Source: an optimization exercise on an open RTL-to-GDS flow (aim: a short achievable clock period). Production flows keep margins and buffers that such runs may drop. RTL that was checked went through simulation tests only; none was proved equivalent to the original. No functional check of the RTL was part of runs 2 to 6. No activity file was given, so power comes from the tool's default toggle rates.

**design/flow/design.v**
```verilog
module alu (
    input [7:0] operand1,
    input [7:0] operand2,
    input [2:0] operation,
    input enable,
    output reg [7:0] result
);
    always @(*) begin
        result = 8'b00000000;
        if (enable) begin
            case (operation)
                3'b011: result = operand1 + operand2;
                3'b100: result = operand1 - operand2;
                default: result = 8'b00000000;  
            endcase
        end
    end  
endmodule
module register (
    input clk,
    input write_enable,
    input [3:0] read_reg1,
    input [7:0] write_data,
    output reg [7:0] read_data1
);
    reg [7:0] reg_file [7:0];
    always @(posedge clk) begin
        if (!read_reg1[3])
            reg_file[read_reg1[2:0]] <= write_data;
    end
    always @(*) begin
        read_data1 = read_reg1[3] ? 8'h00 : reg_file[read_reg1[2:0]];
    end
endmodule
module memory (
    input wire clk,
    input wire write_enable,   
    input wire [7:0] addr,     
    input wire [7:0] data_in,  
    output wire [7:0] data_out  
);
    reg [7:0] mem [255:0];
    reg [7:0] data_hold;
    always @(posedge clk) begin
        if (write_enable) begin
            mem[addr] <= data_in;
        end else begin
            data_hold <= mem[addr];
        end
    end
    assign data_out = write_enable ? data_hold : mem[addr];
endmodule
module cpu (
    input wire clk,               
    input wire reset,             
    input wire [15:0] instr,      
    output reg [7:0] result       
);
    wire [7:0] operand1;          
    reg [7:0] operand2;           
    wire [7:0] alu_result;        
    reg [2:0] alu_op;             
    reg [3:0] dest_reg;           
    reg [7:0] reg_write_data;     
    reg [7:0] addr;               
    reg write_enable;             
    wire [7:0] data_out;         
    memory mem_inst (
        .clk(clk),
        .write_enable(write_enable),
        .addr(addr),
        .data_in(reg_write_data),
        .data_out(data_out)
    );
    register reg_file (
        .clk(clk),
        .write_enable(write_enable),
        .read_reg1(dest_reg),     
        .write_data(reg_write_data),
        .read_data1(operand1)
    );
    alu alu_inst (
        .operand1(operand1),
        .operand2(operand2),
        .operation(alu_op),
        .enable(1'b1),             
        .result(alu_result)
    );
    always @(*) begin
        alu_op = instr[14:12];    
    end
    always @(posedge clk or posedge reset) begin
        if (reset) begin
            result <= 8'b0;
            write_enable <= 0;
        end else begin
            case (alu_op)
                3'b000: begin  
                    write_enable <= 1;
                end
                3'b001: begin  
                    write_enable <= 1;
                end
                3'b010: begin  
                    write_enable <= 0;          
                    result <= data_out;  
                end
                3'b011: begin  
                    write_enable <= 1;
                    result <= alu_result;
                end
                default: begin
                    write_enable <= 0;
                end
            endcase
        end
    end
    always @(posedge clk) begin
        if (!reset) begin
            case (alu_op)
                3'b000: begin  
                    dest_reg <= instr[11:8]; 
                    reg_write_data <= instr[7:0];
                end
                3'b001: begin  
                    addr <= instr[7:0];
                    dest_reg <= instr[11:8];
                    reg_write_data <= operand1;
                end
                3'b010: begin  
                    addr <= instr[7:0];         
                    dest_reg <= instr[11:8];
                    reg_write_data <=data_out;     
                end
                3'b011: begin  
                    dest_reg <= instr[11:8]; 
                    operand2 <= instr[7:0];    
                    reg_write_data <=alu_result;
                end
                default: begin
                end
            endcase
        end
    end
endmodule
```
**design/flow/run.sh**
```bash
#!/bin/bash
# synth_recipe.tcl (not shown) runs the flow's synth.tcl, then flattens the netlist and writes it again
# the make line also repeats each setting of config.mk as NAME=value (left out here)
make -C /OpenROAD-flow-scripts/flow DESIGN_CONFIG=/design/flow/config.mk WORK_HOME=/design/flow/orfs CLKGATE_MAP_FILE= SYNTH_SCRIPT=/design/flow/synth_recipe.tcl finish
```
**design/flow/config.mk**
```make
export PLATFORM = sky130hd
export DESIGN_NAME = cpu
export DESIGN_NICKNAME = cpu
export VERILOG_FILES = /design/flow/design.v
export SDC_FILE = /design/flow/constraint.sdc
export NUM_CORES = 8
export LEC_CHECK = 0
export CAP_MARGIN = 20
export CORE_MARGIN = 2
export CORE_UTILIZATION = 40
export SETUP_SLACK_MARGIN = 1.2
export SLEW_MARGIN = 20
```
**design/flow/constraint.sdc**
```tcl
create_clock -name core_clock -period 4.0 [get_ports {clk}]
set_input_delay 0.8000 -clock core_clock [delete_from_list [all_inputs] [get_ports {clk}]]
set_output_delay 0.8000 -clock core_clock [all_outputs]
set_load 0.01 [all_outputs]
```
==> results.txt, run 1 <==
latest clock arrival within the worst-skew pair=0.86 ns; H-tree Lvls=4; total track usage=0.206; drt initial violations=5311; Top reg by flops=mem_inst.mem; Port Buf Inserts=24; post-route setup slack=0.599 ns; mean area per synthesized cell=21.6 um^2; CTS Buf Count=214; Worst setup EP type=register; Crit Path Class=register to register; CTS clk-pin slew, worst paths=0.06 ns; wire length per cell=30.5 um; DRC viols=0; Cell Area, Synth=84600 um^2; nets=4342; Max Freq=294 MHz; Pwr Density=499 nW/um^2; worst endpoint data arrival time=3.99 ns; CTS sink cnt=2168; final setup vio count=0; Tcrit/Tclk final=0.850; total core area=210000 um^2; clk_skew=0.0483 ns; final instance area=100000 um^2; Root Buffer=clkbuf_16; routability cong.=0.889; Die X=464 um; placed inst area=89500 um^2; vias per cell=5.77; first-pass GRT wire length=318000 um; Hold Crit Class=input pin to asynchronous set/reset pin; share of cells above drive strength 1=0.346; largest net degree at the start of global routing=153; clock buffer depth=3; Vias=42200; max reg flops=2048; count of cell types in the netlist=71; status=no timing/DRC/antenna violations; Die ar.=215000 um^2; Yosys reg bits=2168; Yosys warnings=4; Hold Vio Cnt, Final=0; unrepaired setup endpoints after global routing=yes; Combinational Power Share=0.096; Non-Filler Instances=7308; hold_ws=0.297 ns; switching share of power=0.231; Site Rows=168; Synth Flop Type=edfxtp_1; # IOs=26; sequential area share after synthesis=0.766; fillers=17000; hpwl dp=137000 um; switching pwr=11.5 mW; power share of the clock group=0.399; Critical Path Start Type=register; Routed Antenna Nets=0; DRT Pass-1 Iters=7; commonest non-fill, non-tap cell in the layout=edfxtp_1; commonest non-fill, non-tap cells in the layout=edfxtp_1, mux4_2, buf_4; Post-synth EDFFs=2140; initial cell density of the core=0.403; max cap viols=0; post-synthesis async set-or-reset flop share=0.00415; Layout area overhead=18.3%; CP Max Fanout=5; slew margin rel.=0.281; CTS tree=built; Leak Pwr=31.4 nW; vias in the first global route=42200; Slew @ Worst Pin=1.08 ns; Synthesized Nets=3952; pre-CTS WS=0.253 ns; initial antenna violation count=9; register area=64900 um^2; Final Max Slew Viols=0; Reg power frac=0.505; DRT Wirelength=223000 um; Post-Syn Instances=3926; Internal Power=38.4 mW; Req. time, crit path=4.59 ns; die height=464 um; post-route minimum period=3.40 ns; GR Overflow Total=0; placed cells=6774; Peak VDD IR=0.434 mV; Core Util, Final=0.477; footprint of the multi-input gates=19700 um^2
[stage by stage]
step                      setup TNS (ns)  total power [mW]
after floorplan                  -330.70              28.1
after global placement                 0              29.7
after detailed placement               0              29.7
after CTS                              0              50.1
after global routing                   0              51.3
final                                  0              50.0
[cell usage after synthesis (7+ instances only)]
cell type  instances  share of area
edfxtp_1        2140           0.76
mux4_2           561           0.15
nor2_1           312          0.014
nand2_1          135         0.0060
mux2i_1          127          0.015
clkbuf_1          90         0.0040
a22oi_1           64         0.0057
buf_2             58         0.0034
nand3_1           44         0.0026
a21oi_1           35         0.0021
buf_4             32         0.0028
buf_6             29         0.0039
nand4_1           26         0.0019
nor2b_1           20         0.0015
dfxtp_1           19         0.0045
o21ai_0           18         0.0011
nor3_1            15        0.00089
inv_1             13        0.00058
buf_1             11        0.00049
a31oi_1           10        0.00074
a221oi_1           9        0.00093
dfrtp_1            9         0.0027
mux2_2             9         0.0012
o211ai_1           9        0.00080
nand2b_1           8        0.00059
ha_1               7         0.0010
mux4_1             7         0.0022
o21ai_1            7        0.00041
[critical path, stage by stage, from the launching register on]
cell	delay (ns)
dfxtp_4	0.41
buf_12	0.14
buf_12	0.13
mux4_2	0.56
mux4_2	0.49
mux2_4	0.34
a221oi_4	0.31
a41oi_4	0.11
a32o_2	0.38
o21bai_4	0.13
o211ai_2	0.10
[cell families (layout without fill, tap and decap cells)]
| family | count (synthesis) | count (layout) | share of synthesized area |
|---|---|---|---|
| DFF | 2168 | 2168 | 0.766 |
| muxes | 704 | 704 | 0.168 |
| and+or+nand+nor | 586 | 586 | 0.0294 |
| buffers and inverters | 244 | 819 | 0.0170 |
| AOI/OAI and AO/OA | 208 | 208 | 0.0174 |
| adders and majority gates | 8 | 8 | 0.00127 |
| xor gates and xnor gates | 8 | 8 | 0.000828 |
| other | 0 | 2 | 0 |
[layer usage]
metal / track usage / share of wire / vias to the layer above
met4: 0.0723 / 0.034 / 2
met1: 0.291 / 0.41 / 22900
met3: 0.0387 / 0.078 / 337
li1: - / - / 17200
met2: 0.322 / 0.48 / 1763
met5: 0 / 0.000058 / -
[layout make-up]
| cell class | instances | area share |
|---|---|---|
| sequential | 2168 | 0.648 |
| inverter | 17 | 0.000837 |
| multi-input combinational | 1514 | 0.196 |
| clock inverter | 142 | 0.0142 |
| tap | 2805 | 0.0350 |
| timing repair buffer | 401 | 0.0501 |
| clock buffer | 259 | 0.0555 |
| antenna | 2 | 0.0000500 |
[worst paths after layout]
path | startpoint | to | slack (ns) | cells past startpoint
min | reset | result[1] | 0.30 | 2
max in group asynchronous | reset | result[6] | 3.41 | 2
max reg2reg | register | reg_write_data[5] | 0.60 | 10
min reg2reg | mem_inst.data_hold[6] | mem_inst.data_hold[6] | 0.47 | 2
min in group core_clock | mem_inst.data_hold[6] | mem_inst.data_hold[6] | 0.47 | 2
max | register | reg_write_data[5] | 0.60 | 10
[power groups by stage]
| stage | sequential (mW) | combinational [mW] | clock [mW] |
|---|---|---|---|
| global route | 25.2 | 4.98 | 21.1 |
| CTS | 25.2 | 4.65 | 20.2 |
| floorplan | 25.9 | 2.22 | 0 |
| detailed placement | 25.7 | 4.00 | 0 |
| global placement | 25.7 | 3.96 | 0 |
| finish | 25.3 | 4.79 | 19.9 |
[what timing repair did]
item / CTS / global route
setup buffers: 71 / 27
pin swaps: 27 / 26
endpoints found under the setup margin: 1258 / 1072
cloned: 32 / 1
gates resized for setup: 277 / 175
hold buffers: 0 / 0
==> run 2, diff against run 1 <==
==> design/flow/design.v (replaced) <==
module alu (
    input  wire [7:0] operand1,
    input  wire [7:0] operand2,
    output wire [7:0] result
);
    assign result = operand1 + operand2;
endmodule
module register (
    input  wire       clk,
    input  wire [7:0] dsel,       
    input  wire [7:0] wdata,      
    input  wire       new_d,      
    input  wire [3:0] rd,         
    output reg  [7:0] op1
);
    reg [7:0] r [0:7];
    integer i;
    always @(posedge clk)
        for (i = 0; i < 8; i = i + 1)
            if (dsel[i]) r[i] <= wdata;
    wire       byp  = dsel[rd[2:0]];
    wire [7:0] rnew = rd[3] ? 8'h00 : (byp ? wdata : r[rd[2:0]]);
    wire [7:0] rold = (|dsel) ? wdata : 8'h00;
    always @(posedge clk)
        op1 <= new_d ? rnew : rold;
endmodule
module memory (
    input  wire        clk,
    input  wire        we,         
    input  wire [15:0] wsel,       
    input  wire [15:0] lo_oh,      
    input  wire [3:0]  lo,         
    input  wire [3:0]  hi,         
    input  wire [7:0]  wdata,      
    input  wire        new_a,      
    input  wire [3:0]  lo_new,     
    output wire [7:0]  data_out    
);
    reg [7:0] mem [0:255];
    reg [7:0] p [0:15];
    reg [7:0] hold;
    integer i, j;
    always @(posedge clk)
        for (i = 0; i < 256; i = i + 1)
            if (wsel[i >> 4] && lo_oh[i & 15]) mem[i] <= wdata;
    wire lo_hit = (lo == lo_new);
    always @(posedge clk)
        for (j = 0; j < 16; j = j + 1)
            if (new_a)
                p[j] <= (wsel[j] && lo_hit) ? wdata : mem[{j[3:0], lo_new}];
            else if (wsel[j])
                p[j] <= wdata;
    assign data_out = we ? hold : p[hi];
    always @(posedge clk)
        hold <= data_out;
endmodule
module cpu (
    input wire clk,               
    input wire reset,             
    input wire [15:0] instr,      
    output reg [7:0] result       
);
    wire [2:0] op  = instr[14:12];
    wire [3:0] rd  = instr[11:8];
    wire [7:0] imm = instr[7:0];
    wire is_li  = (op == 3'b000);
    wire is_st  = (op == 3'b001);
    wire is_ld  = (op == 3'b010);
    wire is_add = (op == 3'b011);
    wire we_nx  = is_li | is_st | is_add;
    reg        write_enable;      
    reg [15:0] wsel;              
    reg [3:0]  a_hi, a_lo;        
    reg [15:0] a_lo_oh;           
    reg [7:0]  dsel;              
    reg [7:0]  reg_write_data;    
    reg [7:0]  operand2;          
    wire [7:0] operand1;          
    wire [7:0] data_out;          
    wire [7:0] alu_result;        
    wire new_a = !reset && (is_st || is_ld);
    wire new_d = !reset && !op[2];
    wire [3:0] hi_nx = new_a ? imm[7:4] : a_hi;
    memory mem_inst (
        .clk(clk), .we(write_enable), .wsel(wsel), .lo_oh(a_lo_oh),
        .lo(a_lo), .hi(a_hi), .wdata(reg_write_data),
        .new_a(new_a), .lo_new(imm[3:0]), .data_out(data_out)
    );
    register reg_file (
        .clk(clk), .dsel(dsel), .wdata(reg_write_data),
        .new_d(new_d), .rd(rd), .op1(operand1)
    );
    alu alu_inst (.operand1(operand1), .operand2(operand2), .result(alu_result));
    always @(posedge clk or posedge reset) begin
        if (reset) begin
            result <= 8'b0;
            write_enable <= 1'b0;
            wsel <= 16'b0;
        end else begin
            write_enable <= we_nx;
            wsel <= we_nx ? (16'b1 << hi_nx) : 16'b0;
            if (is_ld)  result <= data_out;
            if (is_add) result <= alu_result;
        end
    end
    always @(posedge clk) begin
        if (!reset) begin
            case (op)
                3'b000: reg_write_data <= imm;
                3'b001: reg_write_data <= operand1;
                3'b010: reg_write_data <= data_out;
                3'b011: begin
                    reg_write_data <= alu_result;
                    operand2 <= imm;
                end
                default: ;
            endcase
            if (new_d) dsel <= rd[3] ? 8'b0 : (8'b1 << rd[2:0]);
            if (new_a) begin
                a_hi <= imm[7:4];
                a_lo <= imm[3:0];
                a_lo_oh <= 16'b1 << imm[3:0];
            end
        end
    end
endmodule
--- a/design/flow/config.mk
+++ b/design/flow/config.mk
@@ -5,8 +5,9 @@
 export SDC_FILE = /design/flow/constraint.sdc
 export NUM_CORES = 8
 export LEC_CHECK = 0
+export ABC_CLOCK_PERIOD_IN_PS = 1600
 export CAP_MARGIN = 20
 export CORE_MARGIN = 2
 export CORE_UTILIZATION = 40
-export SETUP_SLACK_MARGIN = 1.2
+export SETUP_SLACK_MARGIN = 2.4
 export SLEW_MARGIN = 20
==> results.txt, run 2 <==
H-tree Lvls=4 (unchanged); Yosys warnings=6 (was 4); die height=479 um (was 464 um); sequential area share after synthesis=0.773 (was 0.766); GR Overflow Total=0 (unchanged); clock buffer depth=3 (unchanged); vias in the first global route=57300 (was 42200); Vias=62400 (was 42200); Site Rows=174 (was 168); post-route minimum period=2.58 ns (was 3.40 ns); Req. time, crit path=4.64 ns (was 4.59 ns); Peak VDD IR=0.493 mV (was 0.434 mV); Pwr Density=474 nW/um^2 (was 499 nW/um^2); Cell Area, Synth=90100 um^2 (was 84600 um^2); hold_ws=0.276 ns (was 0.297 ns); commonest non-fill, non-tap cell in the layout=edfxtp_1 (unchanged); total core area=224000 um^2 (was 210000 um^2); Layout area overhead=28.5% (was 18.3%); Root Buffer=clkbuf_16 (unchanged); post-synthesis async set-or-reset flop share=0.0107 (was 0.00415); placed inst area=96000 um^2 (was 89500 um^2); fillers=17700 (was 17000); Synth top area share=0.763 (was 0.759); largest net degree at the start of global routing=165 (was 153); footprint of the multi-input gates=23400 um^2 (was 19700 um^2); Port Buf Inserts=24 (unchanged); routability cong.=0.988 (was 0.889); main area contributors after synthesis=edfxtp_1, a22oi_1, and2_1 (was edfxtp_1, mux4_2, mux2i_1); CTS Buf Count=227 (was 214); placed cells=8440 (was 6774); Max Freq=388 MHz (was 294 MHz); initial cell density of the core=0.401 (was 0.403); count of cell types in the netlist=92 (was 71); nets=6237 (was 4342); Post-Syn Instances=5435 (was 3926); Die ar.=229000 um^2 (was 215000 um^2); latest clock arrival within the worst-skew pair=0.92 ns (was 0.86 ns); reg-to-reg slack, setup=1.42 ns (was 0.60 ns); share of cells above drive strength 1=0.345 (was 0.346); Crit Path Class=register to register (unchanged); DRT Pass-1 Iters=6 (was 7); Top reg by flops=mem_inst.mem (unchanged); Die X=479 um (was 464 um); Synthesized Nets=5461 (was 3952); most common cell in the netlist=edfxtp_1 (unchanged); mean area per synthesized cell=16.6 um^2 (was 21.6 um^2); Tcrit/Tclk final=0.644 (was 0.850); drt initial violations=11900 (was 5311); Worst setup EP type=register (unchanged); register area=69700 um^2 (was 64900 um^2); hpwl dp=212000 um (was 137000 um); Final Max Slew Viols=0 (unchanged); final setup vio count=0 (unchanged); unrepaired setup endpoints after global routing=yes (unchanged); Leak Pwr=38.5 nW (was 31.4 nW); Yosys reg bits=2329 (was 2168); CTS sink cnt=2329 (was 2168); area leader, netlist=edfxtp_1 (unchanged); Non-Filler Instances=9431 (was 7308); vias per cell=6.62 (was 5.77); Hold-fix buffers, CTS=0 (unchanged); # IOs=26 (unchanged); final instance area=116000 um^2 (was 100000 um^2); DRT Wirelength=380000 um (was 223000 um); Hold Vio Cnt, Final=0 (unchanged); clk_skew=0.0601 ns (was 0.0483 ns); CTS tree=built (unchanged); synth cell count leaders=edfxtp_1, a22oi_1, nand2_1 (was edfxtp_1, mux4_2, nor2_1); Synth Flop Type=edfxtp_1 (unchanged); Routed Antenna Nets=0 (unchanged); status=no timing/DRC/antenna violations (unchanged); Post-synth EDFFs=2288 (was 2140); Slew @ Worst Pin=1.11 ns (was 1.08 ns); first-pass GRT wire length=500000 um (was 318000 um); max reg flops=2048 (unchanged); initial antenna violation count=44 (was 9); max cap viols=0 (unchanged); Critical Path Start Type=register (unchanged); CP Max Fanout=9 (was 5); DRC viols=0 (unchanged); CTS clk-pin slew, worst paths=0.07 ns (was 0.06 ns); total track usage=0.319 (was 0.206); worst endpoint data arrival time=3.22 ns (was 3.99 ns); wire length per cell=40.3 um (was 30.5 um); commonest non-fill, non-tap cells in the layout=edfxtp_1, buf_4, a22oi_1 (was edfxtp_1, mux4_2, buf_4); Setup TNS Final=0 ns (unchanged); slew margin rel.=0.260 (was 0.281); Hold Crit Class=input pin to asynchronous set/reset pin (unchanged)
[run 2: cell count changes in the layout (fill, tap and decap cells not counted), moves of 64 or more]
| cell | change |
|---|---|
| o21ai_2 | +64 |
| a22oi_1 | +345 |
| and2_1 | +66 |
| edfxtp_1 | +148 |
| a222oi_1 | +72 |
| and2_2 | +186 |
| buf_4 | +219 |
| a22o_1 | +121 |
| mux4_2 | -556 |
| a21oi_1 | +106 |
| buf_6 | +135 |
| nor2_2 | -120 |
| buf_12 | +89 |
| mux2_2 | +76 |
[run 2: worst paths after layout]
path / end / depth (start not counted) / from
max: reg_write_data[1] / 9 / a_hi[0]
max in group asynchronous: wsel[3] / 3 / reset
min: result[4] / 2 / reset
max reg2reg: reg_write_data[1] / 9 / a_hi[0]
min in group core_clock: a_lo[1] / 1 / instr[1]
min reg2reg: mem_inst.hold[3] / 2 / mem_inst.hold[3]
[run 2: worst max-delay path, cell delays in order (launching register included)]
cell,delay [ns]
edfxtp_1,0.43
buf_12,0.18
buf_12,0.14
and4b_2,0.27
a311oi_2,0.22
a41oi_2,0.12
o31ai_4,0.43
buf_4,0.20
a311o_1,0.22
o221ai_2,0.11
[run 2: logic make-up (layout without fill, tap and decap cells)]
family / count (synthesis) / in the layout / share of synthesized area
simple gates: 1028 / 1040 / 0.0590
compound gates: 1483 / 1483 / 0.121
mux: 178 / 178 / 0.0221
xor+xnor: 10 / 10 / 0.000972
other cells: 0 / 37 / 0
buf+inv: 399 / 1354 / 0.0228
flops: 2329 / 2329 / 0.773
fa+ha+maj: 8 / 8 / 0.00119
[run 2: routing by layer]
layer  vias up  track usage  part of all wire
li1      23700            -                 -
met1     31500        0.418              0.34
met2      5909        0.450              0.42
met3      1256        0.114              0.16
met4        34        0.199             0.074
met5         -      0.00435           0.00092
[run 2: repair_timing]
action	CTS	global route
cloned	63	10
gates resized for setup	1096	459
pin swaps	328	288
endpoints found under the hold margin	0	0
buffers inserted	366	95
endpoints found under the setup margin	3305	869
[run 2: report_power, final]
| group | switching (mW) | internal (mW) | leakage (nW) |
|---|---|---|---|
| Combinational | 3.51 | 1.88 | 13.8 |
| Clock | 9.65 | 12.3 | 3.61 |
| Sequential | 0.270 | 27.4 | 21.1 |
[run 2: per-stage QoR]
stage / utilization / power, mW / worst slack, ns
6_report: 0.516 / 54.9 / 1.42
5_1_grt: 0.516 / 55.8 / 1.44
4_1_cts: 0.501 / 54.2 / 1.54
3_5_place_dp: 0.428 / 31.8 / 0.410
3_3_place_gp: 0.427 / 31.7 / 0.440
2_1_floorplan: - / 29.8 / -0.173
[run 2: area by class of cell]
type | instances | area share
antenna | 37 | 0.000799
clock buffer | 292 | 0.0515
clock inverter | 128 | 0.0133
inverter | 28 | 0.00126
multi-input combinational | 2719 | 0.202
sequential | 2329 | 0.602
tap | 2992 | 0.0323
timing repair buffer | 906 | 0.0971
==> run 3, diff against run 2 <==
==> design/flow/design.v (replaced) <==
module alu (
    input  wire [7:0] operand1,
    input  wire [7:0] operand2,
    output wire [7:0] result
);
    assign result = operand1 + operand2;
endmodule
module register (
    input  wire       clk,
    input  wire [7:0] dsel,       
    input  wire [7:0] wdata,      
    input  wire       new_d,      
    input  wire [3:0] rd,         
    output reg  [7:0] op1
);
    reg [7:0] r [0:7];
    integer i;
    always @(posedge clk)
        for (i = 0; i < 8; i = i + 1)
            if (dsel[i]) r[i] <= wdata;
    wire       byp  = dsel[rd[2:0]];
    wire [7:0] rnew = rd[3] ? 8'h00 : (byp ? wdata : r[rd[2:0]]);
    wire [7:0] rold = (|dsel) ? wdata : 8'h00;
    always @(posedge clk)
        op1 <= new_d ? rnew : rold;
endmodule
module memory #(
    parameter LB = 4,
    parameter NP = 1 << (8 - LB),
    parameter NL = 1 << LB
) (
    input  wire          clk,
    input  wire          reset,
    input  wire          we,         
    input  wire [NP-1:0] wsel,       
    input  wire [NL-1:0] lo_oh,      
    input  wire [NP-1:0] rsel,       
    input  wire [NP-1:0] hi_oh,      
    input  wire [7:0]    wdata,      
    input  wire          new_a,      
    input  wire [LB-1:0] lo_new,     
    output reg  [7:0]    data_out,   
    output reg  [7:0]    hold        
);
    reg [7:0] mem [0:255];
    reg [7:0] pk [0:NP-1];
    reg [7:0] pq [0:NP-1];
    integer i, j;
    always @(posedge clk)
        for (i = 0; i < 256; i = i + 1)
            if (wsel[i / NL] && lo_oh[i % NL]) mem[i] <= wdata;
    wire [NL-1:0] new_oh = {{(NL-1){1'b0}}, 1'b1} << lo_new;
    wire          lo_hit = |(lo_oh & new_oh);
    reg  [7:0]    p_nx [0:NP-1];
    always @(*)
        for (j = 0; j < NP; j = j + 1)
            if (new_a)
                p_nx[j] = (wsel[j] && lo_hit) ? wdata : mem[(j << LB) | lo_new];
            else
                p_nx[j] = wsel[j] ? wdata : pk[j];
    always @(posedge clk)
        for (j = 0; j < NP; j = j + 1) begin
            pk[j] <= p_nx[j];
            pq[j] <= p_nx[j];
        end
    always @(*) begin
        data_out = we ? hold : 8'h00;
        for (j = 0; j < NP; j = j + 1)
            data_out = data_out | (pq[j] & {8{rsel[j]}});
    end
    reg [7:0] m_at_a;
    always @(*) begin
        m_at_a = 8'h00;
        for (j = 0; j < NP; j = j + 1)
            m_at_a = m_at_a | (pq[j] & {8{hi_oh[j]}});
    end
    always @(posedge clk)
        hold <= reset ? m_at_a : data_out;
endmodule
module cpu (
    input wire clk,               
    input wire reset,             
    input wire [15:0] instr,      
    output reg [7:0] result       
);
    localparam LB = 4;
    localparam NP = 1 << (8 - LB);
    localparam NL = 1 << LB;
    wire [2:0] op  = instr[14:12];
    wire [3:0] rd  = instr[11:8];
    wire [7:0] imm = instr[7:0];
    wire is_li  = (op == 3'b000);
    wire is_st  = (op == 3'b001);
    wire is_ld  = (op == 3'b010);
    wire is_add = (op == 3'b011);
    wire we_nx  = is_li | is_st | is_add;
    reg          write_enable;    
    reg [NP-1:0] wsel;            
    reg [NP-1:0] rsel;            
    reg [NP-1:0] a_hi_oh;         
    reg [NL-1:0] a_lo_oh;         
    reg [7:0]    dsel;            
    reg [7:0]    w_reg;           
    reg          w_ld;            
    reg [7:0]    operand2;        
    reg [7:0]    operand2_q;      
    wire [7:0]   operand1;        
    wire [7:0]   data_out;        
    wire [7:0]   alu_result;      
    wire [7:0]   hold;            
    wire new_a = !reset && (is_st || is_ld);
    wire new_d = !reset && !op[2];
    wire [NP-1:0] hi_nx = new_a ? ({{(NP-1){1'b0}}, 1'b1} << imm[7:LB]) : a_hi_oh;
    wire [7:0] reg_write_data = w_ld ? hold : w_reg;
    memory #(.LB(LB)) mem_inst (
        .clk(clk), .reset(reset), .we(write_enable), .wsel(wsel),
        .lo_oh(a_lo_oh), .rsel(rsel), .hi_oh(a_hi_oh), .wdata(reg_write_data),
        .new_a(new_a), .lo_new(imm[LB-1:0]), .data_out(data_out), .hold(hold)
    );
    register reg_file (
        .clk(clk), .dsel(dsel), .wdata(reg_write_data),
        .new_d(new_d), .rd(rd), .op1(operand1)
    );
    alu alu_inst (.operand1(operand1), .operand2(operand2_q), .result(alu_result));
    always @(posedge clk or posedge reset) begin
        if (reset) begin
            result <= 8'b0;
            write_enable <= 1'b0;
            wsel <= {NP{1'b0}};
        end else begin
            write_enable <= we_nx;
            wsel <= we_nx ? hi_nx : {NP{1'b0}};
            if (is_ld)  result <= data_out;
            if (is_add) result <= alu_result;
        end
    end
    always @(posedge clk) begin
        rsel <= reset ? a_hi_oh : (we_nx ? {NP{1'b0}} : hi_nx);
        w_ld <= !reset && is_ld;
        operand2_q <= (!reset && is_add) ? imm : operand2;
    end
    always @(posedge clk) begin
        if (!reset) begin
            case (op)
                3'b000: w_reg <= imm;
                3'b001: w_reg <= operand1;
                3'b011: begin
                    w_reg <= alu_result;
                    operand2 <= imm;
                end
                default: w_reg <= reg_write_data;
            endcase
            if (new_d) dsel <= rd[3] ? 8'b0 : (8'b1 << rd[2:0]);
            if (new_a) begin
                a_hi_oh <= hi_nx;
                a_lo_oh <= {{(NL-1){1'b0}}, 1'b1} << imm[LB-1:0];
            end
        end else
            w_reg <= reg_write_data;
    end
endmodule
==> results.txt, run 3 <==
status=no timing/DRC/antenna violations (unchanged); initial antenna violation count=51 (was 44); Max Freq=400 MHz (was 388 MHz); placed inst area=96600 um^2 (was 96000 um^2); Die ar.=230000 um^2 (was 229000 um^2); Tcrit/Tclk final=0.625 (was 0.644); Leak Pwr=42.0 nW (was 38.5 nW); die height=479 um (about the same); post-route minimum period=2.50 ns (was 2.58 ns); mean area per synthesized cell=17.1 um^2 (was 16.6 um^2); max reg flops=2048 (unchanged); Root Buffer=clkbuf_16 (unchanged); final instance area=122000 um^2 (was 116000 um^2); Cell Area, Synth=90400 um^2 (was 90100 um^2); Slew @ Worst Pin=1.12 ns (was 1.11 ns); DRT Pass-1 Iters=10 (was 6); CTS tree=built (unchanged); DRT Wirelength=412000 um (was 380000 um); drt initial violations=12900 (was 11900); main area contributors after synthesis=edfxtp_1, a22oi_1, a22o_1 (was edfxtp_1, a22oi_1, and2_1); total power=67.3 mW (was 54.9 mW); post-synthesis async set-or-reset flop share=0.0106 (was 0.0107); Top reg by flops=mem_inst.mem (unchanged); Post-Syn Instances=5275 (was 5435); Vias=65200 (was 62400); Critical Path Start Type=register (unchanged); # IOs=26 (unchanged); CTS clk-pin slew, worst paths=0.07 ns (about the same); latest clock arrival within the worst-skew pair=0.92 ns (about the same); first-pass GRT wire length=535000 um (was 500000 um); Layout area overhead=34.5% (was 28.5%); H-tree Lvls=4 (unchanged); Routed Antenna Nets=0 (unchanged); Pwr Density=554 nW/um^2 (was 474 nW/um^2); Final Max Slew Viols=0 (unchanged); Yosys reg bits=2362 (was 2329); unrepaired setup endpoints after global routing=yes (unchanged); Synth top area share=0.760 (was 0.763); Die X=479 um (about the same); synth cell count leaders=edfxtp_1, a22oi_1, and2_1 (was edfxtp_1, a22oi_1, nand2_1); Hold Vio Cnt, Final=0 (unchanged); commonest non-fill, non-tap cell in the layout=edfxtp_1 (unchanged); CTS Buf Count=225 (was 227); clk_skew=0.0551 ns (was 0.0601 ns); initial cell density of the core=0.402 (was 0.401); CTS sink cnt=2362 (was 2329); Site Rows=174 (unchanged); total track usage=0.345 (was 0.319); commonest non-fill, non-tap cells in the layout=edfxtp_1, a22oi_1, buf_4 (was edfxtp_1, buf_4, a22oi_1); DRC viols=0 (unchanged); sequential area share after synthesis=0.778 (was 0.773); largest net degree at the start of global routing=66 (was 165); Yosys warnings=8 (was 6); post-route setup slack=1.50 ns (was 1.42 ns); vias per cell=6.88 (was 6.62); slew margin rel.=0.252 (was 0.260); hpwl dp=215000 um (was 212000 um); Synthesized Nets=5301 (was 5461); nets=6232 (was 6237); Crit Path Class=register to register (unchanged); Post-synth EDFFs=2288 (unchanged); Synth Flop Type=edfxtp_1 (unchanged); Hold Crit Class=input pin to asynchronous set/reset pin (unchanged); pre-CTS WS=-0.0329 ns (was 0.410 ns); Req. time, crit path=4.62 ns (was 4.64 ns); vias in the first global route=59500 (was 57300); worst endpoint data arrival time=3.12 ns (was 3.22 ns); CP Max Fanout=16 (was 9); final setup vio count=0 (unchanged); count of cell types in the netlist=72 (was 92); most common cell in the netlist=edfxtp_1 (unchanged); Port Buf Inserts=24 (unchanged); GR Overflow Total=0 (unchanged); max cap viols=0 (unchanged); Peak VDD IR=0.440 mV (was 0.493 mV); routability cong.=0.998 (was 0.988); clock buffer depth=3 (unchanged); share of cells above drive strength 1=0.330 (was 0.345); total core area=225000 um^2 (was 224000 um^2); area leader, netlist=edfxtp_1 (unchanged); wire length per cell=43.4 um (was 40.3 um); Worst setup EP type=register (unchanged)
-- run 3: cell types whose count changed after synthesis, moves of 37 or more --
cell | previous run | this run
o22ai_1 | 107 | 26
a22o_1 | 128 | 241
buf_4 | 51 | 0
buf_2 | 146 | 70
o21ai_0 | 146 | 103
nand2_1 | 268 | 106
buf_1 | 9 | 55
mux2i_1 | 85 | 202
a21oi_1 | 148 | 92
a221oi_1 | 108 | 201
o21ai_1 | 50 | 0
nor2_1 | 202 | 160
o31ai_1 | 41 | 4
clkbuf_1 | 141 | 257
-- run 3: cell families (layout without fill, tap and decap cells) --
kind of cell	count (synthesis)	count (layout)	synth area share
compound gates	1406	1406	0.122
xor+xnor	6	6	0.000581
fa+ha+maj	8	8	0.00119
buf+inv	425	1542	0.0189
flops	2362	2362	0.778
mux	277	277	0.0334
other cells	0	91	0
simple gates	791	794	0.0464
-- run 3: final timing paths --
path	to	cells after the start	slack, ns	start
hold reg to reg	operand2_q[3]	1	0.47	operand2[3]
setup / recovery	mem_inst.pk[14][6]	7	1.50	a_lo_oh[13]
hold / removal	result[7]	4	0.30	reset
min in group core_clock	operand2_q[3]	1	0.47	operand2[3]
setup reg to reg	mem_inst.pk[14][6]	7	1.50	a_lo_oh[13]
max in group asynchronous	wsel[4]	5	3.21	reset
-- run 3: power breakdown --
group | leakage, nW | internal, mW | total (mW) | switching, mW
Clock | 3.58 | 12.1 | 21.7 | 9.67
Combinational | 16.9 | 6.92 | 14.8 | 7.84
Sequential | 21.5 | 30.0 | 30.8 | 0.799
-- run 3: metrics by stage --
step / TNS [ns] / util / hold WS [ns] / instances
2_1_floorplan: 0 / - / 0.449 / 5275
3_3_place_gp: -0.339 / 0.430 / 0.459 / 8241
3_5_place_dp: -0.0329 / 0.430 / 0.460 / 8242
4_1_cts: 0 / 0.527 / 0.471 / 9262
5_1_grt: 0 / 0.540 / 0.313 / 9413
6_report: 0 / 0.541 / 0.303 / 9478
-- run 3: cell type report --
class / count / area [um^2]
antenna: 91 / 228
clock buffer: 283 / 6010
clock inverter: 133 / 1320
fill: 16900 / 103000
inverter: 40 / 220
multi-input combinational: 2491 / 20900
sequential: 2362 / 70400
tap: 2992 / 3740
timing repair buffer: 1083 / 18800
timing repair inverter: 3 / 22.5
-- run 3: layer usage --
metal  up-vias  share of wire  wire length (um)  track usage
met3      1621           0.17             68100        0.136
met1     32900           0.34            139000        0.440
met2      6740           0.42            174000        0.493
li1      23900              -                 -            -
met5         -        0.00093               381      0.00249
met4        30          0.074             30600        0.209
-- run 3: timing repair --
| action | in CTS | in global routing |
|---|---|---|
| endpoints found under the hold margin | 0 | 0 |
| pin swaps | 78 | 56 |
| setup buffers | 311 | 91 |
| gates cloned | 293 | 34 |
| endpoints found under the setup margin | 4559 | 2946 |
| resized for setup | 1154 | 305 |
| hold buffers | 0 | 0 |
-- run 3: worst max-delay path, cell delays in order, from the launching register on --
cell and delay (ns):
edfxtp_1 0.41, a32o_1 0.28, a2111o_1 0.41, or4_4 0.44
buf_12 0.19, o21a_4 0.17, buf_4 0.16, mux2i_1 0.14
==> run 4, diff against run 3 <==
==> design/flow/design.v (replaced) <==
module alu (
    input  wire [7:0] g,
    input  wire [7:0] p,
    output wire [7:0] result
);
    wire [7:0] g1, p1, g2, p2, g3;
    assign g1 = g | (p & {g[6:0], 1'b0});
    assign p1 = p & {p[6:0], 1'b1};
    assign g2 = g1 | (p1 & {g1[5:0], 2'b0});
    assign p2 = p1 & {p1[5:0], 2'b11};
    assign g3 = g2 | (p2 & {g2[3:0], 4'b0});
    assign result = p ^ {g3[6:0], 1'b0};
endmodule
module register (
    input  wire       clk,
    input  wire [7:0] dsel,       
    input  wire [7:0] wdata,      
    input  wire       new_d,      
    input  wire [3:0] rd,         
    output reg  [7:0] op1,
    output wire [7:0] op1_nx
);
    reg [7:0] r [0:7];
    integer i;
    always @(posedge clk)
        for (i = 0; i < 8; i = i + 1)
            if (dsel[i]) r[i] <= wdata;
    wire       byp  = dsel[rd[2:0]];
    wire [7:0] rnew = rd[3] ? 8'h00 : (byp ? wdata : r[rd[2:0]]);
    wire [7:0] rold = (|dsel) ? wdata : 8'h00;
    assign op1_nx = new_d ? rnew : rold;
    always @(posedge clk)
        op1 <= op1_nx;
endmodule
module memory #(
    parameter LB = 4,
    parameter NP = 1 << (8 - LB),
    parameter NL = 1 << LB
) (
    input  wire          clk,
    input  wire [NP-1:0] wsel,       
    input  wire [NL-1:0] lo_oh,      
    input  wire [7:0]    wdata,      
    input  wire [LB-1:0] lo_new,     
    input  wire [NP-1:0] s_new,      
    input  wire          s_old,      
    input  wire          s_wb,       
    input  wire          we,         
    output reg  [7:0]    data_out,   
    output reg  [7:0]    hold        
);
    reg [7:0] mem [0:255];
    reg [7:0] pn [0:NP-1];
    reg [7:0] ma_old;
    reg [7:0] wb;
    integer i, j;
    always @(posedge clk)
        for (i = 0; i < 256; i = i + 1)
            if (wsel[i / NL] && lo_oh[i % NL]) mem[i] <= wdata;
    always @(posedge clk)
        for (j = 0; j < NP; j = j + 1)
            pn[j] <= mem[(j << LB) | lo_new];
    reg [7:0] m_at_a;
    always @(*) begin
        m_at_a = (ma_old & {8{s_old}}) | (wb & {8{s_wb}});
        for (j = 0; j < NP; j = j + 1)
            m_at_a = m_at_a | (pn[j] & {8{s_new[j]}});
    end
    always @(*) begin
        data_out = (ma_old & {8{s_old & !we}}) | (wb & {8{s_wb & !we}}) | (hold & {8{we}});
        for (j = 0; j < NP; j = j + 1)
            data_out = data_out | (pn[j] & {8{s_new[j] & !we}});
    end
    always @(posedge clk) begin
        ma_old <= m_at_a;
        wb <= wdata;
        hold <= data_out;
    end
endmodule
module cpu (
    input wire clk,               
    input wire reset,             
    input wire [15:0] instr,      
    output reg [7:0] result       
);
    localparam LB = 4;
    localparam NP = 1 << (8 - LB);
    localparam NL = 1 << LB;
    wire [2:0] op  = instr[14:12];
    wire [3:0] rd  = instr[11:8];
    wire [7:0] imm = instr[7:0];
    wire is_li  = (op == 3'b000);
    wire is_st  = (op == 3'b001);
    wire is_ld  = (op == 3'b010);
    wire is_add = (op == 3'b011);
    wire we_nx  = is_li | is_st | is_add;
    reg          write_enable;    
    reg [7:0]    addr;            
    reg [NP-1:0] wsel;            
    reg [NP-1:0] a_hi_oh;         
    reg [NL-1:0] a_lo_oh;         
    reg [NP-1:0] s_new;           
    reg          s_old, s_wb;
    reg [7:0]    dsel;            
    reg [7:0]    reg_write_data;  
    reg [7:0]    operand2;        
    reg [7:0]    add_g, add_p;    
    wire [7:0]   op1_nx;          
    wire [7:0]   operand1;        
    wire [7:0]   data_out;        
    wire [7:0]   alu_result;      
    wire [7:0]   hold;            
    wire new_a = !reset && (is_st || is_ld);
    wire new_d = !reset && !op[2];
    wire          a_hit  = write_enable && (addr == imm);
    wire          sel_wb = new_a ? a_hit : write_enable;
    wire [NP-1:0] hi_new = {{(NP-1){1'b0}}, 1'b1} << imm[7:LB];
    memory #(.LB(LB)) mem_inst (
        .clk(clk), .wsel(wsel), .lo_oh(a_lo_oh),
        .wdata(reg_write_data), .lo_new(imm[LB-1:0]),
        .s_new(s_new), .s_old(s_old), .s_wb(s_wb),
        .we(write_enable),
        .data_out(data_out), .hold(hold)
    );
    register reg_file (
        .clk(clk), .dsel(dsel), .wdata(reg_write_data),
        .new_d(new_d), .rd(rd), .op1(operand1), .op1_nx(op1_nx)
    );
    alu alu_inst (.g(add_g), .p(add_p), .result(alu_result));
    wire [7:0] b_nx = (!reset && is_add) ? imm : operand2;
    always @(posedge clk or posedge reset) begin
        if (reset) begin
            result <= 8'b0;
            write_enable <= 1'b0;
            wsel <= {NP{1'b0}};
        end else begin
            write_enable <= we_nx;
            wsel <= we_nx ? (new_a ? hi_new : a_hi_oh) : {NP{1'b0}};
            if (is_ld)  result <= data_out;
            if (is_add) result <= alu_result;
        end
    end
    always @(posedge clk) begin
        s_new <= (new_a && !sel_wb) ? hi_new : {NP{1'b0}};
        s_old <= !new_a && !sel_wb;
        s_wb  <= sel_wb;
        add_g <= op1_nx & b_nx;
        add_p <= op1_nx ^ b_nx;
    end
    always @(posedge clk) begin
        if (!reset) begin
            case (op)
                3'b000: reg_write_data <= imm;
                3'b001: reg_write_data <= operand1;
                3'b010: reg_write_data <= data_out;
                3'b011: begin
                    reg_write_data <= alu_result;
                    operand2 <= imm;
                end
                default: ;
            endcase
            if (new_d) dsel <= rd[3] ? 8'b0 : (8'b1 << rd[2:0]);
            if (new_a) begin
                addr <= imm;
                a_hi_oh <= hi_new;
                a_lo_oh <= {{(NL-1){1'b0}}, 1'b1} << imm[LB-1:0];
            end
        end
    end
endmodule
--- a/design/flow/config.mk
+++ b/design/flow/config.mk
@@ -8,6 +8,8 @@
 export ABC_CLOCK_PERIOD_IN_PS = 1600
 export CAP_MARGIN = 20
 export CORE_MARGIN = 2
-export CORE_UTILIZATION = 40
+export CORE_UTILIZATION = 65
+export CTS_CLUSTER_DIAMETER = 60
+export CTS_CLUSTER_SIZE = 30
 export SETUP_SLACK_MARGIN = 2.4
 export SLEW_MARGIN = 20
==> results.txt, run 4 <==
Slew @ Worst Pin=1.03 ns (was 1.12 ns); total core area=133000 um^2 (was 225000 um^2); Tcrit/Tclk final=0.626 (was 0.625); initial cell density of the core=0.654 (was 0.402); register area=69900 um^2 (was 70400 um^2); Post-Syn Instances=4854 (was 5275); Synthesized Nets=4880 (was 5301); placed inst area=90600 um^2 (was 96600 um^2); total track usage=0.489 (was 0.345); wire length per cell=46.1 um (was 43.4 um); max cap viols=0 (unchanged); initial antenna violation count=48 (was 51); most common cell in the netlist=edfxtp_1 (unchanged); Die X=370 um (was 479 um); Vias=58800 (was 65200); Routed Antenna Nets=0 (unchanged); Synth top area share=0.751 (was 0.760); Root Buffer=clkbuf_16 (unchanged); Peak VDD IR=0.479 mV (was 0.440 mV); DRT Pass-1 Iters=9 (was 10); sequential area share after synthesis=0.802 (was 0.778); DRC viols=0 (unchanged); Yosys warnings=6 (was 8); hpwl dp=171000 um (was 215000 um); Req. time, crit path=4.44 ns (was 4.62 ns); Non-Filler Instances=7499 (was 9478); # IOs=26 (unchanged); count of cell types in the netlist=83 (was 72); largest net degree at the start of global routing=165 (was 66); Synth Flop Type=edfxtp_1 (unchanged); post-route minimum period=2.50 ns (about the same); final setup vio count=0 (unchanged); commonest non-fill, non-tap cell in the layout=edfxtp_1 (unchanged); vias per cell=7.84 (was 6.88); CTS Buf Count=144 (was 225); Worst setup EP type=register (unchanged); Final Max Slew Viols=0 (unchanged); Pwr Density=472 nW/um^2 (was 554 nW/um^2); area leader, netlist=edfxtp_1 (unchanged); clk_skew=0.0314 ns (was 0.0551 ns); CP Max Fanout=5 (was 16); clock buffer depth=3 (unchanged); post-synthesis async set-or-reset flop share=0.0104 (was 0.0106); routability cong.=1.00 (was 0.998); footprint of the multi-input gates=19500 um^2 (was 20900 um^2); FF-to-FF path depth=7 (unchanged); synth cell count leaders=edfxtp_1, a22oi_1, and2_1 (unchanged); RR Startpoint=mem_inst.pn[2][2] (was a_lo_oh[13]); DRT Wirelength=346000 um (was 412000 um); first-pass GRT wire length=445000 um (was 535000 um); Hold Vio Cnt, Final=0 (unchanged); reg-to-reg slack, setup=1.80 ns (was 1.50 ns); max reg flops=2048 (unchanged); drt initial violations=12600 (was 12900); commonest non-fill, non-tap cells in the layout=edfxtp_1, a22oi_1, buf_4 (unchanged); total power=51.5 mW (was 67.3 mW); Hold-fix buffers, CTS=0 (unchanged); CTS sink cnt=2394 (was 2362); status=no timing/DRC/antenna violations (unchanged); Top reg by flops=mem_inst.mem (unchanged); main area contributors after synthesis=edfxtp_1, dfxtp_1, a22oi_1 (was edfxtp_1, a22oi_1, a22o_1); placed cells=6554 (was 8242); share of cells above drive strength 1=0.335 (was 0.330); hold path cells=1; mean area per synthesized cell=17.9 um^2 (was 17.1 um^2); CTS tree=built (unchanged); CP startpoint=instr[3] (was a_lo_oh[13]); Layout area overhead=25.2% (was 34.5%); latest clock arrival within the worst-skew pair=0.83 ns (was 0.92 ns); FF-to-FF End=reg_write_data[2] (was mem_inst.pk[14][6]); Hold Crit Class=input pin to register (was input pin to asynchronous set/reset pin); slew margin rel.=0.314 (was 0.252); vias in the first global route=52600 (was 59500); die height=370 um (was 479 um); Site Rows=134 (was 174); unrepaired setup endpoints after global routing=yes (unchanged); worst endpoint data arrival time=2.94 ns (was 3.12 ns); GR Overflow Total=0 (unchanged); Post-synth EDFFs=2176 (was 2288); Yosys reg bits=2394 (was 2362); fillers=6396 (was 16900); hold_ws=0.291 ns (was 0.303 ns); final instance area=109000 um^2 (was 122000 um^2); H-tree Lvls=4 (unchanged); Port Buf Inserts=24 (unchanged); Max Freq=400 MHz (about the same); worst setup path endpoint=mem_inst.pn[3][6] (was mem_inst.pk[14][6]); Die ar.=137000 um^2 (was 230000 um^2); Crit Path Class=input pin to register (was register to register); Cell Area, Synth=87100 um^2 (was 90400 um^2); nets=5608 (was 6232); CTS clk-pin slew, worst paths=0.09 ns (was 0.07 ns); Leak Pwr=36.8 nW (was 42.0 nW); Critical Path Start Type=input pin (was register)
run 4: cell types whose count changed in the layout (fill, tap and decap cells not counted), moves of 56 or more:
cell	before	now
a22oi_2	8	85
a221oi_4	4	60
dfxtp_1	28	163
buf_12	218	156
clkbuf_16	258	156
and2_1	6	66
buf_16	330	91
buf_4	333	403
a221oi_1	150	24
a221oi_2	47	103
mux2i_1	191	42
edfxtp_1	2288	2176
nand4_1	18	95
run 4: stage by stage:
step	setup WS, ns	utilization	setup TNS [ns]
3_5_place_dp	0.380	0.681	0
4_1_cts	1.80	0.792	0
6_report	1.50	0.818	0
2_1_floorplan	-0.186	-	-393.65
3_3_place_gp	0.377	0.681	0
5_1_grt	1.59	0.818	0
run 4: timing repair:
action | in CTS | in global routing
pin swaps | 318 | 276
endpoints found under the setup margin | 3826 | 781
gates cloned | 79 | 12
buffers inserted | 403 | 156
gates resized for setup | 1060 | 367
run 4: cell type report:
cell class | instances | share of cell area
Tap cell | 1768 | 0.0203
Multi-Input combinational cell | 2125 | 0.179
Clock inverter | 99 | 0.0118
Timing Repair Buffer | 906 | 0.111
Antenna cell | 40 | 0.000919
Clock buffer | 156 | 0.0340
Sequential cell | 2394 | 0.642
Inverter | 11 | 0.000643
run 4: cell families after synthesis:
family	count (synthesis)	share of synthesized area
compound gates	1305	0.120
simple gates	710	0.0460
buf+inv	337	0.0177
fa+ha+maj	8	0.00115
xor+xnor	15	0.00151
mux	85	0.0112
flops	2394	0.802
run 4: critical path: stages:
cell      delay (ns)
buf_16          0.13
buf_16          0.13
buf_12          0.12
nor4bb_4        0.05
buf_6           0.13
buf_12          0.15
buf_12          0.13
a22o_4          0.26
a221oi_4        0.21
o2111a_1        0.22
nand4_1         0.58
run 4: worst min path at each step:
stage,from,to,slack (ns)
final,instr[1],addr[1],0.29
after global routing,instr[1],addr[1],0.27
after CTS,instr[1],addr[1],0.24
after detailed placement,mem_inst.mem[0][1],mem_inst.pn[0][1],0.46
after global placement,mem_inst.mem[0][1],mem_inst.pn[0][1],0.46
after floorplan,mem_inst.mem[74][6],mem_inst.pn[4][6],0.42
run 4: layer usage:
metal	wire length, um	up-vias	GRT usage
li1	-	21600	-
met1	109000	29100	0.629
met2	141000	6202	0.670
met3	62900	1799	0.214
met4	32400	54	0.337
met5	528	-	0.0101
run 4: where the power goes:
group	internal (mW)	switching, mW	leakage (nW)
Clock	7.90	8.97	2.40
Combinational	1.67	3.34	12.3
Sequential	28.8	0.775	22.1
==> run 5, diff against run 4 <==
--- a/design/flow/design.v
+++ b/design/flow/design.v
@@ -14,6 +14,8 @@
 module register (
     input  wire       clk,
     input  wire [7:0] dsel,       
+    input  wire [2:0] dlow,       
+    input  wire       dvalid,     
     input  wire [7:0] wdata,      
     input  wire       new_d,      
     input  wire [3:0] rd,         
@@ -25,9 +27,9 @@
     always @(posedge clk)
         for (i = 0; i < 8; i = i + 1)
             if (dsel[i]) r[i] <= wdata;
-    wire       byp  = dsel[rd[2:0]];
+    wire       byp  = dvalid && (dlow == rd[2:0]);
     wire [7:0] rnew = rd[3] ? 8'h00 : (byp ? wdata : r[rd[2:0]]);
-    wire [7:0] rold = (|dsel) ? wdata : 8'h00;
+    wire [7:0] rold = dvalid ? wdata : 8'h00;
     assign op1_nx = new_d ? rnew : rold;
     always @(posedge clk)
         op1 <= op1_nx;
@@ -83,7 +85,7 @@
     input wire [15:0] instr,      
     output reg [7:0] result       
 );
-    localparam LB = 4;
+    localparam LB = 3;
     localparam NP = 1 << (8 - LB);
     localparam NL = 1 << LB;
     wire [2:0] op  = instr[14:12];
@@ -102,6 +104,8 @@
     reg [NP-1:0] s_new;           
     reg          s_old, s_wb;
     reg [7:0]    dsel;            
+    reg [3:0]    dest_reg;        
+    reg [3:0]    dest_q;          
     reg [7:0]    reg_write_data;  
     reg [7:0]    operand2;        
     reg [7:0]    add_g, add_p;    
@@ -123,7 +127,7 @@
         .data_out(data_out), .hold(hold)
     );
     register reg_file (
-        .clk(clk), .dsel(dsel), .wdata(reg_write_data),
+        .clk(clk), .dsel(dsel), .dlow(dest_q[2:0]), .dvalid(!dest_q[3]), .wdata(reg_write_data),
         .new_d(new_d), .rd(rd), .op1(operand1), .op1_nx(op1_nx)
     );
     alu alu_inst (.g(add_g), .p(add_p), .result(alu_result));
@@ -146,6 +150,7 @@
         s_wb  <= sel_wb;
         add_g <= op1_nx & b_nx;
         add_p <= op1_nx ^ b_nx;
+        dest_q <= new_d ? rd : dest_reg;
     end
     always @(posedge clk) begin
         if (!reset) begin
@@ -159,7 +164,10 @@
                 end
                 default: ;
             endcase
-            if (new_d) dsel <= rd[3] ? 8'b0 : (8'b1 << rd[2:0]);
+            if (new_d) begin
+                dsel <= rd[3] ? 8'b0 : (8'b1 << rd[2:0]);
+                dest_reg <= rd;
+            end
             if (new_a) begin
                 addr <= imm;
                 a_hi_oh <= hi_new;
==> design/flow/config.mk (replaced) <==
export PLATFORM = sky130hd
export DESIGN_NAME = cpu
export DESIGN_NICKNAME = cpu
export VERILOG_FILES = /design/flow/design.v
export SDC_FILE = /design/flow/constraint.sdc
export NUM_CORES = 8
export LEC_CHECK = 0
export CAP_MARGIN = 20
export CORE_MARGIN = 2
export CORE_UTILIZATION = 65
export SETUP_SLACK_MARGIN = 2.4
export SLEW_MARGIN = 20
==> results.txt, run 5 <==
DRT Pass-1 Iters=7 (was 9); post-route minimum period=2.42 ns (was 2.50 ns); Layout area overhead=16.9% (was 25.2%); CTS Buf Count=235 (was 144); Post-Syn Instances=5052 (was 4854); Root Buffer=clkbuf_16 (unchanged); CTS sink cnt=2570 (was 2394); H-tree Lvls=4 (unchanged); clk_skew=0.0273 ns (was 0.0314 ns); vias in the first global route=48700 (was 52600); area leader, netlist=edfxtp_1 (unchanged); Top reg by flops=mem_inst.mem (unchanged); Internal Power=45.1 mW (was 38.4 mW); FF-to-FF End=reg_write_data[3] (was reg_write_data[2]); Routed Antenna Nets=0 (unchanged); placed cells=6711 (was 6554); Yosys reg bits=2570 (was 2394); status=no timing/DRC/antenna violations (unchanged); commonest non-fill, non-tap cell in the layout=edfxtp_1 (unchanged); switching share of power=0.222 (was 0.254); hpwl dp=141000 um (was 171000 um); reg-to-reg slack, setup=1.58 ns (was 1.80 ns); vias per cell=6.99 (was 7.84); CTS clk-pin slew, worst paths=0.06 ns (was 0.09 ns); CP Max Fanout=4 (was 5); main area contributors after synthesis=edfxtp_1, a22oi_1, dfxtp_1 (was edfxtp_1, dfxtp_1, a22oi_1); Synth Flop Type=edfxtp_1 (unchanged); wire length per cell=35.3 um (was 46.1 um); FF-to-FF path depth=8 (was 7); worst endpoint data arrival time=2.99 ns (was 2.94 ns); Post-synth EDFFs=2188 (was 2176); RR Startpoint=s_new[16] (was mem_inst.pn[2][2]); total track usage=0.364 (was 0.489); max reg flops=2048 (unchanged); first-pass GRT wire length=361000 um (was 445000 um); share of cells above drive strength 1=0.225 (was 0.335); most common cell in the netlist=edfxtp_1 (unchanged); largest net degree at the start of global routing=218 (was 165); Die X=376 um (was 370 um); nets=5334 (was 5608); initial antenna violation count=15 (was 48); Synth top area share=0.730 (was 0.751); Req. time, crit path=4.57 ns (was 4.44 ns); initial cell density of the core=0.655 (was 0.654); power share of the clock group=0.399 (was 0.328); Pwr Density=550 nW/um^2 (was 472 nW/um^2); Final Max Slew Viols=0 (unchanged); Peak VDD IR=0.490 mV (was 0.479 mV); slew margin rel.=0.393 (was 0.314); Reg power frac=0.542 (was 0.575); Die ar.=142000 um^2 (was 137000 um^2); worst setup path endpoint=reg_write_data[3] (was mem_inst.pn[3][6]); Max Freq=414 MHz (was 400 MHz); routability cong.=0.946 (was 1.00); Non-Filler Instances=7319 (was 7499); commonest non-fill, non-tap cells in the layout=edfxtp_1, a22oi_1, dfxtp_1 (was edfxtp_1, a22oi_1, buf_4); total power=57.9 mW (was 51.5 mW); total core area=137000 um^2 (was 133000 um^2); CP startpoint=s_new[16] (was instr[3]); Critical Path Start Type=register (was input pin); Synthesized Nets=5078 (was 4880); Leak Pwr=34.7 nW (was 36.8 nW); Yosys warnings=6 (unchanged); Cell Area, Synth=90100 um^2 (was 87100 um^2); Vias=51200 (was 58800); Port Buf Inserts=24 (unchanged); die height=376 um (was 370 um); DRT Wirelength=258000 um (was 346000 um); drt initial violations=8242 (was 12600); Crit Path Class=register to register (was input pin to register); mean area per synthesized cell=17.8 um^2 (was 17.9 um^2); unrepaired setup endpoints after global routing=yes (unchanged); max cap viols=0 (unchanged); Worst setup EP type=register (unchanged); final setup vio count=0 (unchanged); CTS tree=built (unchanged); # IOs=26 (unchanged); Combinational Power Share=0.059 (was 0.097); GR Overflow Total=0 (unchanged); Hold Vio Cnt, Final=0 (unchanged); DRC viols=0 (unchanged); synth cell count leaders=edfxtp_1, a22oi_1, dfxtp_1 (was edfxtp_1, a22oi_1, and2_1); switching pwr=12.9 mW (was 13.1 mW); latest clock arrival within the worst-skew pair=0.85 ns (was 0.83 ns); post-synthesis async set-or-reset flop share=0.0160 (was 0.0104); clock buffer depth=3 (unchanged); count of cell types in the netlist=68 (was 83); Tcrit/Tclk final=0.604 (was 0.626); Hold Crit Class=input pin to register (unchanged); sequential area share after synthesis=0.817 (was 0.802); Site Rows=136 (was 134); Slew @ Worst Pin=0.910 ns (was 1.03 ns)
run 5: changes by cell type after synthesis, moves of 35 or more:
cell	delta
a21oi_1	-39
a221oi_1	-174
a222oi_1	-77
a22o_1	-240
a22oi_1	+619
dfxtp_1	+148
nand4_1	+184
o21ai_0	-35
run 5: cell type report:
type | count | area [um^2]
antenna | 3 | 7.51
clock buffer | 327 | 6570
clock inverter | 124 | 1470
fill | 7648 | 32300
inverter | 16 | 106
multi-input combinational | 2145 | 16600
sequential | 2570 | 73700
tap | 1794 | 2240
timing repair buffer | 339 | 4580
timing repair inverter | 1 | 8.76
run 5: worst min-delay path by stage:
| stage | slack, ns | depth (start not counted) | start | endpoint |
|---|---|---|---|---|
| 2_1_floorplan | 0.43 | 2 | mem_inst.mem[0][3] | mem_inst.pn[0][3] |
| 3_3_place_gp | 0.45 | 2 | mem_inst.mem[71][5] | mem_inst.pn[8][5] |
| 3_5_place_dp | 0.46 | 2 | mem_inst.mem[26][6] | mem_inst.pn[3][6] |
| 4_1_cts | 0.20 | 1 | instr[0] | addr[0] |
| 5_1_grt | 0.14 | 1 | instr[0] | addr[0] |
| 6_report | 0.17 | 1 | instr[0] | addr[0] |
run 5: per-stage QoR:
step                      hold WS [ns]  setup WS [ns]   util  cell area [um^2]  TNS, ns
after floorplan                  0.433         -0.187      -             90100  -393.50
after global placement           0.449          0.642  0.677             93100        0
after detailed placement         0.457          0.642  0.677             93100        0
after CTS                        0.205           1.74  0.758            104000        0
after global routing             0.135           1.55  0.765            105000        0
final                            0.175           1.58  0.765            105000        0
run 5: per-layer routing:
metal,track usage,up-vias,wire [um]
li1,-,21100,-
met1,0.521,26100,96100
met2,0.540,3328,117000
met3,0.0937,597,31800
met4,0.155,6,12600
met5,0,-,109
run 5: power by group through the flow:
stage / Sequential (mW) / Combinational (mW) / Clock [mW]
floorplan: 31.7 / 1.40 / 0
global placement: 31.9 / 2.79 / 0
detailed placement: 31.9 / 2.83 / 0
CTS: 31.4 / 3.23 / 23.2
global route: 31.5 / 3.56 / 24.2
finish: 31.4 / 3.40 / 23.1
run 5: worst max-delay path: stages, from the launching register on:
cell	delay, ns
dfxtp_4	0.38
buf_12	0.14
a22oi_2	0.36
nand4_1	0.18
nor4_2	0.24
nand4_1	0.15
buf_6	0.19
a221oi_4	0.35
a31oi_1	0.12
run 5: kinds of logic after synthesis:
family	Yosys count	share of synthesized area
simple gates	800	0.0514
flops	2570	0.817
compound gates	1273	0.106
fa+ha+maj	8	0.00111
xor+xnor	18	0.00175
mux	44	0.00638
buf+inv	339	0.0171
run 5: repair_timing:
item                                    in CTS  in global routing
pin swaps                                   82                 59
gates resized for setup                    571                228
cloned                                      26                  4
endpoints found under the setup margin    3121                862
buffers inserted                           100                 24
hold buffers                                 0                  0
==> run 6, diff against run 5 <==
--- a/design/flow/design.v
+++ b/design/flow/design.v
@@ -85,7 +85,7 @@
     input wire [15:0] instr,      
     output reg [7:0] result       
 );
-    localparam LB = 3;
+    localparam LB = 4;
     localparam NP = 1 << (8 - LB);
     localparam NL = 1 << LB;
     wire [2:0] op  = instr[14:12];
==> results.txt, run 6 <==
status=no timing/DRC/antenna violations (unchanged); FF-to-FF path depth=6 (was 8); Slew @ Worst Pin=1.12 ns (was 0.910 ns); placed cells=6627 (was 6711); Hold Vio Cnt, Final=0 (unchanged); area leader, netlist=edfxtp_1 (unchanged); first-pass GRT wire length=434000 um (was 361000 um); CTS clk-pin slew, worst paths=0.07 ns (was 0.06 ns); mean area per synthesized cell=17.7 um^2 (was 17.8 um^2); wire length per cell=42.8 um (was 35.3 um); clk_skew=0.0340 ns (was 0.0273 ns); Crit Path Class=register to register (unchanged); commonest non-fill, non-tap cells in the layout=edfxtp_1, a22oi_1, buf_4 (was edfxtp_1, a22oi_1, dfxtp_1); final setup vio count=0 (unchanged); vias in the first global route=53100 (was 48700); FF-to-FF End=result[5] (was reg_write_data[3]); H-tree Lvls=4 (unchanged); Layout area overhead=27.3% (was 16.9%); worst setup path endpoint=result[5] (was reg_write_data[3]); CTS tree=built (unchanged); critical path, cell by cell=a22o_4, a221oi_4, and3_4, nand4_4, mux2_4, a221o_1 (was buf_12, a22oi_2, nand4_1, nor4_2, nand4_1, buf_6, a221oi_4, a31oi_1); Non-Filler Instances=7760 (was 7319); hold_ws=0.292 ns (was 0.175 ns); Synthesized Nets=4948 (was 5078); CTS sink cnt=2402 (was 2570); Die ar.=137000 um^2 (was 142000 um^2); CTS Buf Count=224 (was 235); DRC viols=0 (unchanged); total track usage=0.470 (was 0.364); post-synthesis async set-or-reset flop share=0.0104 (was 0.0160); Worst setup EP type=register (unchanged); hpwl dp=166000 um (was 141000 um); main area contributors after synthesis=edfxtp_1, a22oi_1, dfxtp_1 (unchanged); Post-synth EDFFs=2180 (was 2188); Port Buf Inserts=24 (unchanged); Vias=58600 (was 51200); drt initial violations=12100 (was 8242); pre-CTS WS=0.374 ns (was 0.642 ns); initial antenna violation count=39 (was 15); total core area=133000 um^2 (was 137000 um^2); Hold Crit Class=input pin to register (unchanged); slew margin rel.=0.252 (was 0.393); initial cell density of the core=0.655 (about the same); Req. time, crit path=4.74 ns (was 4.57 ns); post-route minimum period=2.49 ns (was 2.42 ns); DRT Wirelength=332000 um (was 258000 um); count of cell types in the netlist=78 (was 68); Die X=370 um (was 376 um); synth cell count leaders=edfxtp_1, a22oi_1, and2_1 (was edfxtp_1, a22oi_1, dfxtp_1); Yosys reg bits=2402 (was 2570); Core Util, Final=0.834 (was 0.765); CP max stage cell=a221oi_4 (was dfxtp_4); RR Startpoint=s_new[1] (was s_new[16]); Peak VDD IR=0.471 mV (was 0.490 mV); Cell Area, Synth=87300 um^2 (was 90100 um^2); post-route setup slack=1.51 ns (was 1.58 ns); clock buffer depth=3 (unchanged); Routed Antenna Nets=0 (unchanged); latest clock arrival within the worst-skew pair=0.89 ns (was 0.85 ns); Top reg by flops=mem_inst.mem (unchanged); reg-to-reg slack, setup=1.51 ns (was 1.58 ns); share of cells above drive strength 1=0.345 (was 0.225); CP startpoint=s_new[1] (was s_new[16]); Synth Flop Type=edfxtp_1 (unchanged); largest net degree at the start of global routing=189 (was 218); most common cell in the netlist=edfxtp_1 (unchanged); Site Rows=134 (was 136); Synth top area share=0.750 (was 0.730); sequential area share after synthesis=0.802 (was 0.817); Leak Pwr=38.1 nW (was 34.7 nW); Yosys warnings=6 (unchanged); hold path cells=2 (was 1); max cap viols=0 (unchanged); Max Freq=402 MHz (was 414 MHz); routability cong.=0.980 (was 0.946); max reg flops=2048 (unchanged); worst endpoint data arrival time=3.23 ns (was 2.99 ns); # IOs=26 (unchanged); Tcrit/Tclk final=0.623 (was 0.604); CP Max Fanout=5 (was 4); GR Overflow Total=0 (unchanged); vias per cell=7.55 (was 6.99); die height=370 um (was 376 um); Hold-fix buffers, CTS=0 (unchanged); Largest stage delay, worst path=0.57 ns (was 0.38 ns); Root Buffer=clkbuf_16 (unchanged); Final Max Slew Viols=0 (unchanged); total power=56.2 mW (was 57.9 mW); DRT Pass-1 Iters=10 (was 7); unrepaired setup endpoints after global routing=yes (unchanged); commonest non-fill, non-tap cell in the layout=edfxtp_1 (unchanged); Critical Path Start Type=register (unchanged); nets=5760 (was 5334); Pwr Density=505 nW/um^2 (was 550 nW/um^2); Post-Syn Instances=4922 (was 5052)
==> run 6: area by class of cell <==
cell class	count	area (um^2)
Tap cell	1768	2210
Timing Repair inverter	1	8.76
Inverter	12	76.3
Clock buffer	335	6540
Antenna cell	57	143
Multi-Input combinational cell	2194	19400
Fill cell	6121	22200
Timing Repair Buffer	899	11800
Sequential cell	2402	70100
Clock inverter	92	867
==> run 6: timing repair <==
action,in CTS,in global routing
gates cloned,60,12
pin swaps,336,215
resized for setup,1116,387
setup buffers,427,150
endpoints found under the setup margin,2993,850
==> run 6: routing by layer <==
layer,GRT usage,part of all wire,up-vias
li1,-,-,21900
met1,0.618,0.32,29100
met2,0.646,0.42,5947
met3,0.183,0.17,1623
met4,0.332,0.091,26
met5,0.00524,0.0018,-
==> run 6: logic make-up after synthesis <==
logic type      share of synthesized area
fa+ha+maj                         0.00115
compound gates                      0.110
mux                                0.0166
flops                               0.802
xor+xnor                          0.00181
buf+inv                            0.0174
simple gates                       0.0507
==> run 6: worst min path at each step <==
stage,slack (ns),from,to
after floorplan,0.44,mem_inst.mem[214][4],mem_inst.pn[13][4]
final,0.29,instr[5],addr[5]
after global placement,0.46,mem_inst.mem[233][6],mem_inst.pn[14][6]
after detailed placement,0.47,mem_inst.mem[36][7],mem_inst.pn[2][7]
after CTS,0.26,instr[1],addr[1]
after global routing,0.28,instr[1],addr[1]
==> run 6: worst max-delay path: cells and delay by family, from the launching register on <==
family,cells,cell delay (ns)
compound gates,3,1.14
flops,1,0.40
mux,1,0.33
simple gates,2,0.49
==> run 6: where the power goes <==
part	leakage, nW	internal, mW	switching [mW]
logic	12.3	1.63	3.14
registers	22.1	29.0	0.834
clock network	3.65	12.1	9.47
==> run 6: stage by stage <==
stage | setup TNS [ns] | area [um^2]
final | 0 | 111000
after CTS | 0 | 108000
after global placement | 0 | 90700
after global routing | 0 | 111000
after detailed placement | 0 | 90800
after floorplan | -393.50 | 87300

==> separate check: timing with driven ports <==
The results above use ideal ports. As a check the final layouts listed here were re-extracted and re-timed, cells and wires unchanged. Step 1 sets driving cells, clkbuf_16 on the clock port and buf_2 on the other inputs (assumed; they add their load-dependent delay and slew). Step 2 also shifts input and output timing later by t, the mid clock arrival at the registers, as if the neighbouring blocks saw the same clock. a / b / c = ideal / step 1 / step 2; a / b = the first two.
run | t, ns | setup WS [ns] | hold slack, ns
run 1 | 0.929 | 0.599 / 0.599 / 0.599 | 0.297 / 0.233 / 0.471
run 2 | 0.981 | 1.424 / 1.424 / 0.511 | 0.276 / 0.204 / 0.463
run 3 | 0.974 | 1.501 / 1.227 / 0.252 | 0.303 / 0.244 / 0.470
run 4 | 0.899 | 1.498 / 1.186 / 0.287 | 0.291 / 0.322 / 0.481
run 5 | 0.917 | 1.585 / 1.585 / 1.332 | 0.175 / 0.156 / 0.466
run 6 | 0.951 | 1.510 / 1.389 / 0.438 | 0.292 / 0.232 / 0.482
After both steps setup and hold are still met in every run listed. The setup slack of run 3, which loses most, moves by -0.274 ns with the drivers and by -1.249 ns with both steps.
